From an optimization exercise on the open Yosys and OpenROAD flow, aimed at small area; shortcuts taken in it are not production practice.
The RTL was checked by simulation tests, not by an equivalence proof against the original design.
Power is estimated from default activity; no workload was simulated.

==> flow/design.v <==
module fifo (
    input            clk,
    input            rstn,
    input            we,
    input            re,
    input            soft_rst,
    input      [7:0] din,
    output reg [7:0] dout,
    output           full,
    output           empty
);
    reg [4:0] last;
    reg [7:0] mem [15:0];
    integer i;
    assign empty = last[4];
    assign full  = (last == 5'd15);
    wire do_wr = we & ~full;
    wire do_rd = re & ~empty;
    always @(posedge clk) begin
        if (!rstn || soft_rst)
            last <= 5'b11111;
        else if (do_wr && !do_rd)
            last <= last + 5'd1;
        else if (do_rd && !do_wr)
            last <= last - 5'd1;
    end
    always @(posedge clk)
        if (do_wr) begin
            mem[0] <= din;
            for (i = 1; i < 16; i = i + 1)
                mem[i] <= mem[i-1];
        end
    always @(posedge clk) begin
        if (!rstn || soft_rst)
            dout <= 8'd0;
        else if (do_rd)
            dout <= mem[last[3:0]];
    end
endmodule
module fsm (
    input        clk, rstn, pkt_vd,
    input        fifo_full,
    input        fifo_empty0, fifo_empty1, fifo_empty2,
    input        sft_rst,
    input        parity_done, low_pkt_vd,
    input  [1:0] din,
    output       detect_add, ld_state, laf_state,
    output       lfd_state, write_enb_reg, rst_in_reg, busy
);
    localparam decode_address     = 3'b000,
               load_first_data    = 3'b001,
               load_data          = 3'b010,
               wait_till_empty    = 3'b011,
               load_parity        = 3'b100,
               check_parity_error = 3'b101,
               fifo_full_state    = 3'b110,
               load_after_full    = 3'b111;
    reg [2:0] pst, nst;
    always @(posedge clk) begin
        if (!rstn || sft_rst)
            pst <= decode_address;
        else
            pst <= nst;
    end
    reg sel_empty;
    always @(*) begin
        case (din)
            2'd0: sel_empty = fifo_empty0;
            2'd1: sel_empty = fifo_empty1;
            default: sel_empty = fifo_empty2;
        endcase
    end
    always @(*) begin
        nst = decode_address;
        case (pst)
            decode_address:
                if (pkt_vd && din != 2'd3)
                    nst = sel_empty ? load_first_data : wait_till_empty;
            load_first_data:
                nst = load_data;
            load_data:
                nst = fifo_full ? fifo_full_state : (pkt_vd ? load_data : load_parity);
            wait_till_empty:
                nst = (fifo_empty0 || fifo_empty1 || fifo_empty2) ? load_first_data : wait_till_empty;
            load_parity:
                nst = check_parity_error;
            check_parity_error:
                nst = fifo_full ? fifo_full_state : decode_address;
            fifo_full_state:
                nst = fifo_full ? fifo_full_state : load_after_full;
            load_after_full:
                nst = parity_done ? decode_address : (low_pkt_vd ? load_parity : load_data);
        endcase
    end
    assign detect_add    = (pst == decode_address);
    assign lfd_state     = (pst == load_first_data);
    assign ld_state      = (pst == load_data);
    assign laf_state     = (pst == load_after_full);
    assign write_enb_reg = (pst == load_data || pst == load_parity || pst == load_after_full);
    assign rst_in_reg    = (pst == check_parity_error);
    assign busy          = !(pst == load_data || pst == decode_address);
endmodule
module register (
    input        clk, rstn, pkt_vd, fifo_full, rst_in_reg,
    input        detect_addr, ld_state, laf_state,
    input  [7:0] din,
    output reg   parity_done, low_pkt_vd, error,
    output reg [7:0] dout
);
    reg [7:0] fifo_full_reg;
    reg [7:0] pkt_parity_reg;
    reg [7:0] itrnl_parity_reg;
    always @(posedge clk) begin
        if (detect_addr || (ld_state && !fifo_full))
            dout <= din;
        else if (laf_state)
            dout <= fifo_full_reg;
    end
    always @(posedge clk) begin
        if (!rstn)
            fifo_full_reg <= 8'b0;
        else if (ld_state && fifo_full)
            fifo_full_reg <= din;
    end
    always @(posedge clk) begin
        if (!rstn)
            pkt_parity_reg <= 8'b0;
        else if (!pkt_vd && ld_state)
            pkt_parity_reg <= din;
    end
    always @(posedge clk) begin
        if (detect_addr)
            itrnl_parity_reg <= din;
        else if (ld_state && pkt_vd)
            itrnl_parity_reg <= itrnl_parity_reg ^ din;
    end
    always @(posedge clk) begin
        if (!rstn)
            error <= 1'b0;
        else if (parity_done)
            error <= (itrnl_parity_reg != pkt_parity_reg);
    end
    always @(posedge clk) begin
        if (!rstn)
            parity_done <= 1'b0;
        else
            parity_done <= !pkt_vd && ((ld_state && !fifo_full) || laf_state);
    end
    always @(posedge clk) begin
        if (!rstn)
            low_pkt_vd <= 1'b0;
        else if (rst_in_reg)
            low_pkt_vd <= 1'b0;
        else if (ld_state && !pkt_vd)
            low_pkt_vd <= 1'b1;
    end
endmodule
module synchronizer_block (
    input        clk, rstn,
    input        detect_addr, write_enb_reg,
    input        re0, re1, re2,
    input        e0, e1, e2,
    input        f0, f1, f2,
    input  [1:0] din,
    output reg   fifo_full,
    output       vo0, vo1, vo2,
    output       sr0, sr1, sr2,
    output reg [2:0] we
);
    reg [1:0] address;
    reg [4:0] count_0, count_1, count_2;
    always @(posedge clk) begin
        if (!rstn)
            address <= 2'b00;
        else if (detect_addr)
            address <= din;
    end
    always @(*) begin
        we = 3'b000;
        if (write_enb_reg)
            case (address)
                2'b00: we = 3'b001;
                2'b01: we = 3'b010;
                2'b10: we = 3'b100;
                default: we = 3'b000;
            endcase
    end
    always @(*) begin
        case (address)
            2'b00: fifo_full = f0;
            2'b01: fifo_full = f1;
            2'b10: fifo_full = f2;
            default: fifo_full = 1'b0;
        endcase
    end
    assign vo0 = ~e0;
    assign vo1 = ~e1;
    assign vo2 = ~e2;
    assign sr0 = (count_0 == 5'b10000);
    assign sr1 = (count_1 == 5'b10000);
    assign sr2 = (count_2 == 5'b10000);
    always @(posedge clk) begin
        if (!rstn || e0 || re0) count_0 <= 5'd0;
        else count_0 <= {count_0[3:0], count_0[4] ^ count_0[1] ^ ~|count_0};
    end
    always @(posedge clk) begin
        if (!rstn || e1 || re1) count_1 <= 5'd0;
        else count_1 <= {count_1[3:0], count_1[4] ^ count_1[1] ^ ~|count_1};
    end
    always @(posedge clk) begin
        if (!rstn || e2 || re2) count_2 <= 5'd0;
        else count_2 <= {count_2[3:0], count_2[4] ^ count_2[1] ^ ~|count_2};
    end
endmodule
module top_module (
    input         clk, rstn,
    input         pkt_vd,
    input         re0, re1, re2,
    input  [7:0]  din,
    output        vo0, vo1, vo2,
    output        busy, error,
    output [7:0]  dout0, dout1, dout2
);
    wire sr0, sr1, sr2;
    wire parity_done, fifo_full, low_pkt_vd;
    wire fe0, fe1, fe2;
    wire full0, full1, full2;
    wire detect_addr, ld_state, laf_state, write_enb_reg;
    wire lfd_state, rst_int_reg;
    wire [2:0] we;
    wire [7:0] data_out;
    fifo f1 (.clk(clk), .rstn(rstn), .we(we[0]), .re(re0), .soft_rst(sr0),
             .din(data_out), .dout(dout0), .full(full0), .empty(fe0));
    fifo f2 (.clk(clk), .rstn(rstn), .we(we[1]), .re(re1), .soft_rst(sr1),
             .din(data_out), .dout(dout1), .full(full1), .empty(fe1));
    fifo f3 (.clk(clk), .rstn(rstn), .we(we[2]), .re(re2), .soft_rst(sr2),
             .din(data_out), .dout(dout2), .full(full2), .empty(fe2));
    fsm fb (
        .clk(clk), .rstn(rstn), .pkt_vd(pkt_vd), .din(din[1:0]),
        .fifo_full(fifo_full),
        .fifo_empty0(fe0), .fifo_empty1(fe1), .fifo_empty2(fe2),
        .sft_rst(sr0 | sr1 | sr2),
        .parity_done(parity_done), .low_pkt_vd(low_pkt_vd),
        .detect_add(detect_addr), .ld_state(ld_state), .laf_state(laf_state),
        .lfd_state(lfd_state), .write_enb_reg(write_enb_reg),
        .rst_in_reg(rst_int_reg), .busy(busy)
    );
    register r1 (
        .clk(clk), .rstn(rstn), .pkt_vd(pkt_vd), .fifo_full(fifo_full),
        .rst_in_reg(rst_int_reg),
        .detect_addr(detect_addr), .ld_state(ld_state), .laf_state(laf_state),
        .din(din),
        .parity_done(parity_done), .low_pkt_vd(low_pkt_vd), .error(error),
        .dout(data_out)
    );
    synchronizer_block s1 (
        .clk(clk), .rstn(rstn),
        .detect_addr(detect_addr), .write_enb_reg(write_enb_reg),
        .re0(re0), .re1(re1), .re2(re2),
        .e0(fe0), .e1(fe1), .e2(fe2),
        .f0(full0), .f1(full1), .f2(full2),
        .din(din[1:0]),
        .vo0(vo0), .vo1(vo1), .vo2(vo2),
        .sr0(sr0), .sr1(sr1), .sr2(sr2),
        .fifo_full(fifo_full), .we(we)
    );
endmodule
==> flow/flow/run.sh <==
#!/bin/bash
# The standard layout (standard.sh), with these changes:
#  - synthesis maps the logic with an area-oriented ABC script (flow/area.abc)
#    and without ORFS's half/full-adder extraction; the rest of the synthesis
#    script is the standard flow's own, so the registers are the standard synthesis's;
#  - no pre-placement timing repair at floorplan (REMOVE_ABC_BUFFERS=1): it
#    upsizes cells against unplaced, unbuffered wire loads;
#  - clock tree: clkbuf_4 sink clusters of up to 10 flops, no dummy loads;
#  - port buffers use the smallest buffer cell (buf_1).
# Each tool's full output goes to ORFS's logs; make's output to standard.log.
set -euo pipefail
HERE=$(pwd)
cat flow/abc_override.tcl synth_recipe.tcl > my_synth.tcl
sed "s#SYNTH_SCRIPT=[^ ]*#SYNTH_SCRIPT=$HERE/my_synth.tcl#" standard.sh > my_standard.sh
export MY_ABC_SCRIPT=$HERE/flow/area.abc
export ADDER_MAP_FILE=
export REMOVE_ABC_BUFFERS=1
export CTS_ARGS="-sink_clustering_enable -repair_clock_nets -buf_list sky130_fd_sc_hd__clkbuf_4 -dont_use_dummy_load -sink_clustering_size 10 -sink_clustering_max_diameter 40"
export BUFFER_PORTS_ARGS="-buffer_cell sky130_fd_sc_hd__buf_1"
bash my_standard.sh > standard.log 2>&1
==> flow/flow/abc_override.tcl <==
# Map the combinational logic with an area-oriented ABC script (flow/area.abc)
# instead of ORFS's delay-driven one. Everything else in synthesis is unchanged.
proc abc {args} {
  set i [lsearch -exact $args -script]
  if { $i >= 0 } { set args [lreplace $args $i [expr {$i + 1}] -script $::env(MY_ABC_SCRIPT)] }
  set i [lsearch -exact $args -D]
  if { $i >= 0 } { set args [lreplace $args $i [expr {$i + 1}]] }
  yosys abc {*}$args
}
==> flow/flow/area.abc <==
strash
&get -n
&st
&dch
&nf -a -R 1000 -Q 100 -C 32
&put
mfs2 -a
strash
&get -n
&st
&dch
&nf -a -R 1000 -Q 100 -C 32
&put
mfs2 -a
strash
&get -n
&st
&dch
&nf -a -R 1000 -Q 100 -C 32
&put
==> flow/standard.sh <==
#!/bin/bash
# synth_recipe.tcl (not shown) runs the flow's synth.tcl, then flattens the netlist and writes it again
# the make line also repeats each setting of config.mk as NAME=value (left out here)
make -C /OpenROAD-flow-scripts/flow DESIGN_CONFIG=/design/flow/config.mk WORK_HOME=/design/flow/orfs CLKGATE_MAP_FILE= SYNTH_SCRIPT=/design/flow/synth_recipe.tcl "${@:-finish}"
==> flow/config.mk <==
export PLATFORM = sky130hd
export DESIGN_NAME = top_module
export DESIGN_NICKNAME = top_module
export VERILOG_FILES = /design/flow/design.v
export SDC_FILE = /design/flow/constraint.sdc
export NUM_CORES = 4
export LEC_CHECK = 0
export CAP_MARGIN = 20
export CORE_MARGIN = 2
export CORE_UTILIZATION = 60
export PLACE_DENSITY = 0.8
export SLEW_MARGIN = 20
==> flow/constraint.sdc <==
create_clock -name core_clock -period 5.0 [get_ports {clk}]
set_input_delay 1.0000 -clock core_clock [delete_from_list [all_inputs] [get_ports {clk}]]
set_output_delay 1.0000 -clock core_clock [all_outputs]
set_load 0.01 [all_outputs]
==> results of run 1 <==
==> report_power, final <==
group | internal, mW | leakage [nW] | switching, mW
logic | 0.308 | 1.22 | 0.657
clock network | 0.513 | 0.258 | 1.14
registers | 4.84 | 4.27 | 0.314
==> stage by stage <==
stage | total power [mW] | worst slack [ps]
after global placement | 6.135 | 1921
after CTS | 7.806 | 1668
final | 7.778 | 1524
after detailed placement | 6.188 | 1733
after global routing | 8.087 | 1284
after floorplan | 5.838 | -6783
==> worst max-delay path, delay by kind of cell (launching register included) <==
kind               cells  cell delay (ps)
AOI/OAI and AO/OA      2             1110
DFF                    1              570
muxes                  1              430
and+or+nand+nor        3             1070
==> cells in the mapped netlist, types with 6 or more instances <==
cell type / count / share of area [%]
and4_1: 13 / 0.66
a221oi_1: 23 / 1.2
a22oi_1: 36 / 1.6
xnor2_1: 20 / 1.0
nand2_1: 57 / 1.2
nor2_1: 88 / 1.9
nand2b_1: 14 / 0.51
xor2_1: 15 / 0.76
a31oi_1: 17 / 0.62
dfxtp_1: 78 / 9.1
nor4_1: 9 / 0.33
nand3_1: 15 / 0.44
nor2b_1: 6 / 0.22
a222oi_1: 83 / 4.8
o21ai_0: 53 / 1.5
mux2_1: 8 / 0.52
a21oi_1: 25 / 0.73
nor3_1: 22 / 0.64
edfxtp_1: 400 / 70
nand4_1: 12 / 0.44
clkinv_1: 6 / 0.13
o22ai_1: 7 / 0.25
and2_0: 15 / 0.55
==> cells by family (layout without fill, tap and decap cells) <==
group | Yosys count | in the layout | share of synthesized area, %
muxes | 8 | 8 | 0.5234
AOI/OAI and AO/OA | 259 | 259 | 11.41
other | 0 | 1 | 0
and+or+nand+nor | 260 | 260 | 7.305
xor gates and xnor gates | 35 | 35 | 1.781
DFF | 478 | 478 | 78.85
buffers and inverters | 6 | 129 | 0.1308
==> layout make-up <==
class | instances | share of cell area, %
sequential | 478 | 73.30
multi-input combinational | 562 | 19.74
tap | 384 | 2.595
clock buffer | 56 | 2.270
timing repair buffer | 67 | 1.953
inverter | 6 | 0.1216
antenna | 1 | 0.01351
==> routing by layer <==
| metal | GRT usage [%] | wire, um | vias to the layer above |
|---|---|---|---|
| met5 | 0 | 0 | - |
| met4 | 8.545 | 1011 | 0 |
| met3 | 5.022 | 3899 | 90 |
| met2 | 38.55 | 17470 | 697 |
| met1 | 35.22 | 14970 | 5139 |
| li1 | - | - | 4584 |
==> final timing paths <==
path                  endpoint  slack [ps]  cells after the start
hold / removal    f2.mem[1][1]         400                      0
setup reg to reg    r1.dout[4]        1520                      6
setup / recovery    r1.dout[4]        1520                      6
hold reg to reg   f2.mem[1][1]         400                      0
==> flow_metrics.py, run 1 <==
metrics = {
    "critical_path": {
        "crit_path_max_fanout": 11,
        "slowest_delay_ps": 680,
        "setup.worst_path.start": "f2.last[0]",
        "end_kind": "register",
        "required_ps": 5420,
        "worstPathArrival_ps": 3900,
        "critical_path.cell_chain": "nand2_1, nor2_1, nand2_1, o32ai_1, a21oi_1, mux2_1",
        "crit_top_cell": "nand2_1",
        "slowest_stage": "nor2_1",
        "r2r-start": "f2.last[0]",
        "critPathLaunchType": "register",
        "worstSetupPathType": "register to register",
    },
    "job": {
        "max_cap_violations": 0,
    },
    "place": {
        "dp.cells": 1497,
        "dpl_cell_area_mm2": 0.01808,
        "port_buffers": 42,
        "dpl.hpwl_mm": 23.39,
        "place_congestion": 0.8825,
    },
    "hold_path": {
        "min_path_type": "register to register",
        "worst_hold_startpoint": "f2.mem[0][1]",
    },
    "yosys": {
        "syn_inst": 1046,
        "syn_avg_cell_area_um2": 16.46,
        "syn_area_mm2": 0.01721,
        "synthArstFlopShare_pct": 0,
        "synth-main-ff-cell": "edfxtp_1",
        "synth_edf_count": 400,
        "seq_area_frac_synth_pct": 78.85,
        "synth-seq-cells": 478,
        "ys_types": 35,
        "synth-warning-count": 5,
    },
    "sta": {
        "slew_headroom_pct": 25.02,
        "setup_violations": 0,
        "maxSlewViolCount": 0,
        "fmaxAchievable_mhz": 287.7,
        "worst_slew_pin_slew_ps": 1115,
        "rsz0062_at_grt": "no",
        "fin_crit_ps": 3476,
        "setup_tns_ps": 0,
        "fin_worst_skew_ps": 87.20,
        "holdWs_ps": 401.1,
        "period_share_pct": 69.53,
        "final-hold-violation-count": 0,
    },
    "cts": {
        "post_cts_buffers": 0,
        "clock_latency_ps": 730,
        "cts_buffer_depth": 3,
        "cts_resized": 0,
        "clk_pin_slew_ps": 110,
        "cts-root-buf": "clkbuf_4",
        "cts_buffers": 56,
        "htree_levels": 2,
        "cts-hold-fix-buffers": 0,
        "cts_tree": "done",
        "clock-sinks": 478,
    },
    "global_routing": {
        "grt_usage_pct": 24.68,
        "grt_pass1_vias": 10240,
        "grt_overflow": 0,
        "grt_max_degree": 130,
        "grt_pass1_wl_mm": 57.69,
        "antenna_found_initial": 1,
    },
    "cells_and_area": {
        "final_cell_mix": "edfxtp_1, nor2_1, a222oi_1",
        "multi_input_area_mm2": 0.003656,
        "utilization_pct": 65.04,
        "fill_cells": 1995,
        "regArea_mm2": 0.01357,
        "drive_gt1_share_pct": 7.528,
        "final_common_cell": "edfxtp_1",
        "stdcell_area_mm2": 0.01852,
        "area_growth_pct": 7.574,
        "nNetsFinal": 1185,
        "instances_no_fill": 1554,
        "largestRegisters": "f1.mem: 128 flops, f2.mem: 128 flops, f3.mem: 128 flops",
    },
    "detailed_routing": {
        "first_pass_iters": 8,
        "drt_iter0_markers": 1673,
        "wirelength_mm": 37.34,
        "routed_via_density": 6.763,
        "antenna_left": 0,
        "vias": 10510,
        "routedWlPerCell_um": 24.03,
        "drc": 0,
    },
    "status": {
        "outcome": "no timing/DRC/antenna violations",
    },
    "floorplan": {
        "io-pin-count": 43,
        "dieArea_mm2": 0.03006,
        "core_mm2": 0.02847,
        "start_util_pct": 60.46,
        "die_y_um": 173.4,
        "num_rows": 62,
        "die_w_um": 173.4,
    },
    "pwr": {
        "leakage_nw": 5.749,
        "peakVddDrop_v": 0.0002407,
        "pwr_density_cell_mw_per_mm2": 420.1,
    },
}
==> run 2: changes to the inputs <==
--- a/flow/config.mk
+++ b/flow/config.mk
@@ -9,4 +9,4 @@
 export CORE_MARGIN = 2
-export CORE_UTILIZATION = 60
-export PLACE_DENSITY = 0.8
+export CORE_UTILIZATION = 70
+export PLACE_DENSITY = 0.9
 export SLEW_MARGIN = 20
==> run 2 against run 1 <==
Highest routed layer is now met5. Still clean. Final area decreased by 0.20%. Power up 0.67%. Register-to-register slack about the same. Critical path depth stayed put. Sequential power barely moved. Global-route usage rose by 5.4 points. Routed wire length is 3.8% higher. Largest power group unchanged. Fmax grew 0.20%.
==> flow_metrics.py, run 2 <==
metrics = {
    "cells_and_area": {
        "final_cell_mix": "edfxtp_1, nor2_1, a222oi_1",
        "largestRegisters": "f1.mem: 128 flops, f2.mem: 128 flops, f3.mem: 128 flops",
        "area_growth_pct": 7.363,
        "final_common_cell": "edfxtp_1",
        "drive_gt1_share_pct": 8.007,
        "fill_cells": 1399,
        "stdcell_area_mm2": 0.01848,
        "utilization_pct": 76.21,
        "nNetsFinal": 1190,
    },
    "critical_path": {
        "worstSetupPathType": "register to register",
        "cp_top_family": "simple AND/OR/NAND/NOR gates",
        "worstPathArrival_ps": 3910,
        "slowest_stage": "nor2_1",
        "end_kind": "register",
        "crit_buf_inv": 0,
        "critPathLaunchType": "register",
        "slowest_delay_ps": 750,
        "required_ps": 5440,
        "critical_path.cell_chain": "nand2_1, nor2_1, nand2_1, o32ai_1, a21oi_1, mux2_1",
        "crit_path_max_fanout": 11,
        "crit_top_cell": "nand2_1",
    },
    "place": {
        "dpl.hpwl_mm": 24.13,
        "port_buffers": 42,
        "place_congestion": 0.9100,
        "pre_cts_ws_ps": 1746,
        "dpl_cell_area_mm2": 0.01803,
    },
    "global_routing": {
        "grt_pass1_wl_mm": 59.00,
        "grt_usage_pct": 30.06,
        "grt_pass1_vias": 10530,
        "antenna_found_initial": 2,
        "grt_overflow": 0,
        "grt_max_degree": 130,
    },
    "cts": {
        "htree_levels": 2,
        "cts_resized": 0,
        "post_cts_buffers": 0,
        "clock-sinks": 478,
        "cts-root-buf": "clkbuf_4",
        "cts-hold-fix-buffers": 0,
        "cts_tree": "done",
        "cts_buffer_depth": 3,
        "clock_latency_ps": 770,
        "cts_buffers": 57,
        "clk_pin_slew_ps": 100,
    },
    "detailed_routing": {
        "wirelength_mm": 38.75,
        "vias": 10850,
        "routedWlPerCell_um": 25.85,
        "first_pass_iters": 8,
        "drc": 0,
        "routed_via_density": 7.240,
        "drt_iter0_markers": 2169,
        "antenna_left": 0,
    },
    "sta": {
        "final-hold-violation-count": 0,
        "setup_slack_ps": 1530,
        "setup_violations": 0,
        "setup_tns_ps": 0,
        "fmaxAchievable_mhz": 288.2,
        "period_share_pct": 69.39,
        "rsz0062_at_grt": "no",
        "slew_headroom_pct": 17.80,
        "fin_crit_ps": 3470,
        "maxSlewViolCount": 0,
        "worst_slew_pin_slew_ps": 1230,
        "fin_worst_skew_ps": 110.0,
    },
    "floorplan": {
        "die_w_um": 160.8,
        "dieArea_mm2": 0.02586,
        "core_mm2": 0.02425,
        "start_util_pct": 70.99,
        "die_y_um": 160.8,
        "num_rows": 57,
        "io-pin-count": 43,
    },
    "status": {
        "outcome": "no timing/DRC/antenna violations",
    },
    "yosys": {
        "synth_area_leader_cell": "edfxtp_1",
        "synth_edf_count": 400,
        "synth_common_cells": "edfxtp_1, nor2_1, a222oi_1",
        "synth-main-ff-cell": "edfxtp_1",
        "syn_area_mm2": 0.01721,
        "synth-warning-count": 5,
        "yosysMostFrequentCell": "edfxtp_1",
        "synth_top_area_share_pct": 69.78,
        "synth-seq-cells": 478,
        "ys_types": 35,
        "syn_avg_cell_area_um2": 16.46,
        "seq_area_frac_synth_pct": 78.85,
        "synth_area_leaders": "edfxtp_1, dfxtp_1, a222oi_1, nor2_1, a22oi_1",
        "syn_inst": 1046,
        "synthArstFlopShare_pct": 0,
    },
    "hold_path": {
        "min_path_type": "register to register",
    },
    "job": {
        "max_cap_violations": 0,
    },
    "pwr": {
        "total_power_mw": 7.831,
        "leakage_nw": 5.774,
        "pwr_density_cell_mw_per_mm2": 423.7,
        "peakVddDrop_v": 0.0002653,
    },
}
## run 2: cell counts after synthesis
No cell type changed its count.
## run 2: logic make-up (layout without fill, tap and decap cells)
group                  Yosys count  after routing  synth area share [%]
flip-flops                     478            478                 78.85
AO/OA/AOI/OAI                  259            259                 11.41
other                            0              1                     0
multiplexers                     8              8                0.5234
AND/OR/NAND/NOR                260            260                 7.305
XOR/XNOR                        35             35                 1.781
buffers and inverters            6            134                0.1308
## run 2: path summary, 6_finish.rpt
kind	from	slack (ps)	endpoint	cells past startpoint
worst min register to register	f2.mem[1][1]	400	f2.mem[2][1]	0
worst max register to register	f2.last[0]	1530	r1.dout[4]	6
worst min-delay path	f2.mem[1][1]	400	f2.mem[2][1]	0
worst max-delay path	f2.last[0]	1530	r1.dout[4]	6
## run 2: metal layers
| metal | up-vias | wire length, um | GRT usage (%) |
|---|---|---|---|
| met3 | 162 | 5119 | 7.825 |
| met1 | 5157 | 14460 | 42.73 |
| met4 | 2 | 1717 | 13.56 |
| met5 | - | 14 | 0 |
| li1 | 4601 | - | - |
| met2 | 931 | 17440 | 44.89 |
## run 2: power breakdown
part	internal, mW	switching, mW	total (mW)	leakage, nW
registers	4.85	0.323	5.17	4.27
logic	0.314	0.678	0.991	1.24
clock network	0.522	1.15	1.67	0.262
## run 2: layout make-up
type / instances / area, um^2 / share of cell area [%]
sequential: 478 / 13570 / 73.45
timing repair buffer: 71 / 387.9 / 2.099
multi-input combinational: 562 / 3661 / 19.81
clock buffer: 57 / 427.9 / 2.316
tap: 324 / 405.4 / 2.194
inverter: 6 / 22.52 / 0.1219
antenna: 1 / 2.502 / 0.01354
## run 2: worst reg2reg max path, delay by kind of cell, from the launching register on
family	cells	cell delay [ps]
flops	1	560
compound gates	2	1040
simple gates	3	1130
mux	1	430
## run 2: stage by stage
stage,hold slack (ps),instances
final,403.4,1499
after global routing,424.7,1499
after CTS,406.5,1498
after detailed placement,432.9,1441
after global placement,427.9,1441
after floorplan,416.8,1046
==> run 3: changes to the inputs <==
--- a/flow/flow/run.sh
+++ b/flow/flow/run.sh
@@ -17,3 +17,3 @@
 export REMOVE_ABC_BUFFERS=1
-export CTS_ARGS="-sink_clustering_enable -repair_clock_nets -buf_list sky130_fd_sc_hd__clkbuf_4 -dont_use_dummy_load -sink_clustering_size 10 -sink_clustering_max_diameter 40"
+export CTS_ARGS="-sink_clustering_enable -repair_clock_nets -buf_list sky130_fd_sc_hd__clkbuf_8 -dont_use_dummy_load -sink_clustering_size 20 -sink_clustering_max_diameter 30"
 export BUFFER_PORTS_ARGS="-buffer_cell sky130_fd_sc_hd__buf_1"
--- a/flow/config.mk
+++ b/flow/config.mk
@@ -9,4 +9,4 @@
 export CORE_MARGIN = 2
-export CORE_UTILIZATION = 70
-export PLACE_DENSITY = 0.9
+export CORE_UTILIZATION = 60
+export PLACE_DENSITY = 0.8
 export SLEW_MARGIN = 20
==> run 3 against run 2 <==
Final area grew 3.7%. Register-to-register slack gained 40 ps. Combinational power shrank 2.3%. Global-route usage shrank 5.0 points. Routed wire length shrank 2.6%. Flip-flop and latch count is the same. Worst setup slack gained 39 ps. Non-clock buffer count shrank 4. First-iteration DRC count shrank 13%. Critical path type unchanged. Highest routed layer is now met4.
==> flow_metrics.py, run 3 <==
metrics = {
    "detailed_routing": {
        "drc": 0,
        "vias": 10590,
        "routed_via_density": 6.726,
        "wirelength_mm": 37.73,
        "antenna_left": 0,
        "routedWlPerCell_um": 23.95,
        "first_pass_iters": 7,
        "drt_iter0_markers": 1892,
    },
    "pwr": {
        "peakVddDrop_v": 0.0002470,
        "total_power_mw": 8.824,
        "leakage_nw": 6.053,
        "pwr_density_cell_mw_per_mm2": 460.4,
    },
    "yosys": {
        "synth_area_leader_cell": "edfxtp_1",
        "synth-seq-cells": 478,
        "ys_types": 35,
        "syn_inst": 1046,
        "synth_top_area_share_pct": 69.78,
        "seq_area_frac_synth_pct": 78.85,
        "synth_area_leaders": "edfxtp_1, dfxtp_1, a222oi_1, nor2_1, a22oi_1",
        "synth_common_cells": "edfxtp_1, nor2_1, a222oi_1",
        "yosysMostFrequentCell": "edfxtp_1",
        "syn_avg_cell_area_um2": 16.46,
        "synth-warning-count": 5,
        "synth-main-ff-cell": "edfxtp_1",
        "synthArstFlopShare_pct": 0,
        "synth_edf_count": 400,
        "syn_area_mm2": 0.01721,
    },
    "sta": {
        "setup_violations": 0,
        "fmaxAchievable_mhz": 291.5,
        "final-hold-violation-count": 0,
        "maxSlewViolCount": 0,
        "rsz0062_at_grt": "no",
        "period_share_pct": 68.60,
        "setup_tns_ps": 0,
        "setup_slack_ps": 1570,
        "holdWs_ps": 393.3,
        "fin_crit_ps": 3430,
        "worst_slew_pin_slew_ps": 1085,
        "slew_headroom_pct": 27.04,
        "fin_worst_skew_ps": 87.03,
    },
    "cts": {
        "clock-sinks": 478,
        "cts_tree": "done",
        "cts_resized": 0,
        "clock_latency_ps": 620,
        "cts-hold-fix-buffers": 0,
        "cts_buffers": 78,
        "cts_buffer_depth": 3,
        "cts-root-buf": "clkbuf_8",
        "htree_levels": 3,
        "post_cts_buffers": 0,
        "clk_pin_slew_ps": 80,
    },
    "global_routing": {
        "grt_max_degree": 130,
        "grt_usage_pct": 25.01,
        "antenna_found_initial": 0,
        "grt_overflow": 0,
        "grt_pass1_wl_mm": 58.11,
        "grt_pass1_vias": 10420,
    },
    "critical_path": {
        "slowest_delay_ps": 670,
        "critical_path.cell_chain": "nand2_1, nor2_1, nand2_1, o32ai_1, a21oi_1, mux2_1",
        "worstPathArrival_ps": 3720,
        "critPathLaunchType": "register",
        "worstSetupPathType": "register to register",
        "slowest_stage": "nor2_1",
        "crit_top_cell": "nand2_1",
        "crit_path_max_fanout": 11,
        "end_kind": "register",
        "required_ps": 5290,
    },
    "floorplan": {
        "start_util_pct": 60.46,
        "num_rows": 62,
        "io-pin-count": 43,
        "die_w_um": 173.4,
        "core_mm2": 0.02847,
        "dieArea_mm2": 0.03006,
        "die_y_um": 173.4,
    },
    "place": {
        "place_congestion": 0.8825,
        "dp.cells": 1497,
        "dpl.hpwl_mm": 23.39,
        "pre_cts_ws_ps": 1733,
        "port_buffers": 42,
    },
    "cells_and_area": {
        "n_antenna_cell": 0,
        "area_growth_pct": 11.35,
        "nNetsFinal": 1207,
        "instances_no_fill": 1575,
        "largestRegisters": "f1.mem: 128 flops, f2.mem: 128 flops, f3.mem: 128 flops",
        "final_cell_mix": "edfxtp_1, nor2_1, a222oi_1",
        "drive_gt1_share_pct": 9.236,
        "final_common_cell": "edfxtp_1",
    },
    "hold_path": {
        "min_path_type": "register to register",
    },
    "status": {
        "outcome": "no timing/DRC/antenna violations",
    },
    "job": {
        "max_cap_violations": 0,
    },
}
[run 3: worst paths after layout]
check	start	to	slack [ps]	cells past startpoint
setup / recovery	f2.last[0]	r1.dout[4]	1570	6
hold / removal	f1.mem[4][0]	f1.mem[5][0]	390	0
setup reg to reg	f2.last[0]	r1.dout[4]	1570	6
hold reg to reg	f1.mem[4][0]	f1.mem[5][0]	390	0
[run 3: cell type report]
cell class	instances	area (um^2)
Inverter	6	22.52
Sequential cell	478	13570
Multi-Input combinational cell	562	3656
Clock buffer	78	1074
Timing Repair Buffer	67	361.6
Tap cell	384	480.5
Fill cell	1904	9303
[run 3: where the power goes]
group / switching (mW) / leakage (nW) / total [mW] / internal, mW
Combinational: 0.660 / 1.22 / 0.968 / 0.308
Clock: 1.32 / 0.561 / 2.69 / 1.37
Sequential: 0.314 / 4.27 / 5.17 / 4.86
[run 3: routing by layer]
| layer | vias up | routed length [um] | GRT usage [%] |
|---|---|---|---|
| li1 | 4608 | - | - |
| met2 | 679 | 17370 | 38.48 |
| met3 | 101 | 3926 | 5.461 |
| met5 | - | 0 | 0 |
| met1 | 5205 | 15300 | 35.43 |
| met4 | 0 | 1129 | 9.887 |
[run 3: logic make-up after synthesis]
logic type | count (synthesis) | synth area share [%]
flops | 478 | 78.85
simple gates | 260 | 7.305
compound gates | 259 | 11.41
xor+xnor | 35 | 1.781
mux | 8 | 0.5234
buf+inv | 6 | 0.1308
[run 3: worst max-delay path, delay by kind of cell (launching register included)]
family | cells | cell delay, ps
muxes | 1 | 430
AOI/OAI and AO/OA | 2 | 1110
and+or+nand+nor | 3 | 1050
DFF | 1 | 570
[run 3: per-stage QoR]
step	utilization, %	instance area, um^2
after floorplan	-	17210
after global placement	63.52	18080
after detailed placement	63.52	18080
after CTS	67.29	19160
after global routing	67.32	19170
final	67.32	19170

-- afterwards: timing with drivers on the ports --
Ports are ideal in the flow. The routed layouts listed here were re-timed in OpenROAD. Step 1, drivers: a clkbuf_16 drives clk and a buf_2 each remaining input, both assumed. Step 2 adds t to the input delays and takes it off the output delays; t is the mean of the earliest and latest rising clock arrival at the registers after step 1. Input paths then give back, and output paths get back, about the clock's delay inside the block. a / b / c = ideal ports / drivers / drivers and shift; a / b = the first two.
run	t (ns)	slack for setup (ns)	worst register clock-pin slew, ns	worst data-port slew with drivers (ns)	pins driven straight from the clock port
run 1	0.726	1.524 / 1.524 / 1.524	0.11 / 0.11	0.04	1
run 2	0.754	1.530 / 1.530 / 1.530	0.12 / 0.12	0.08	1
run 3	0.605	1.570 / 1.570 / 1.570	0.08 / 0.08	0.04	1
After both steps setup and hold are still met in every run listed.
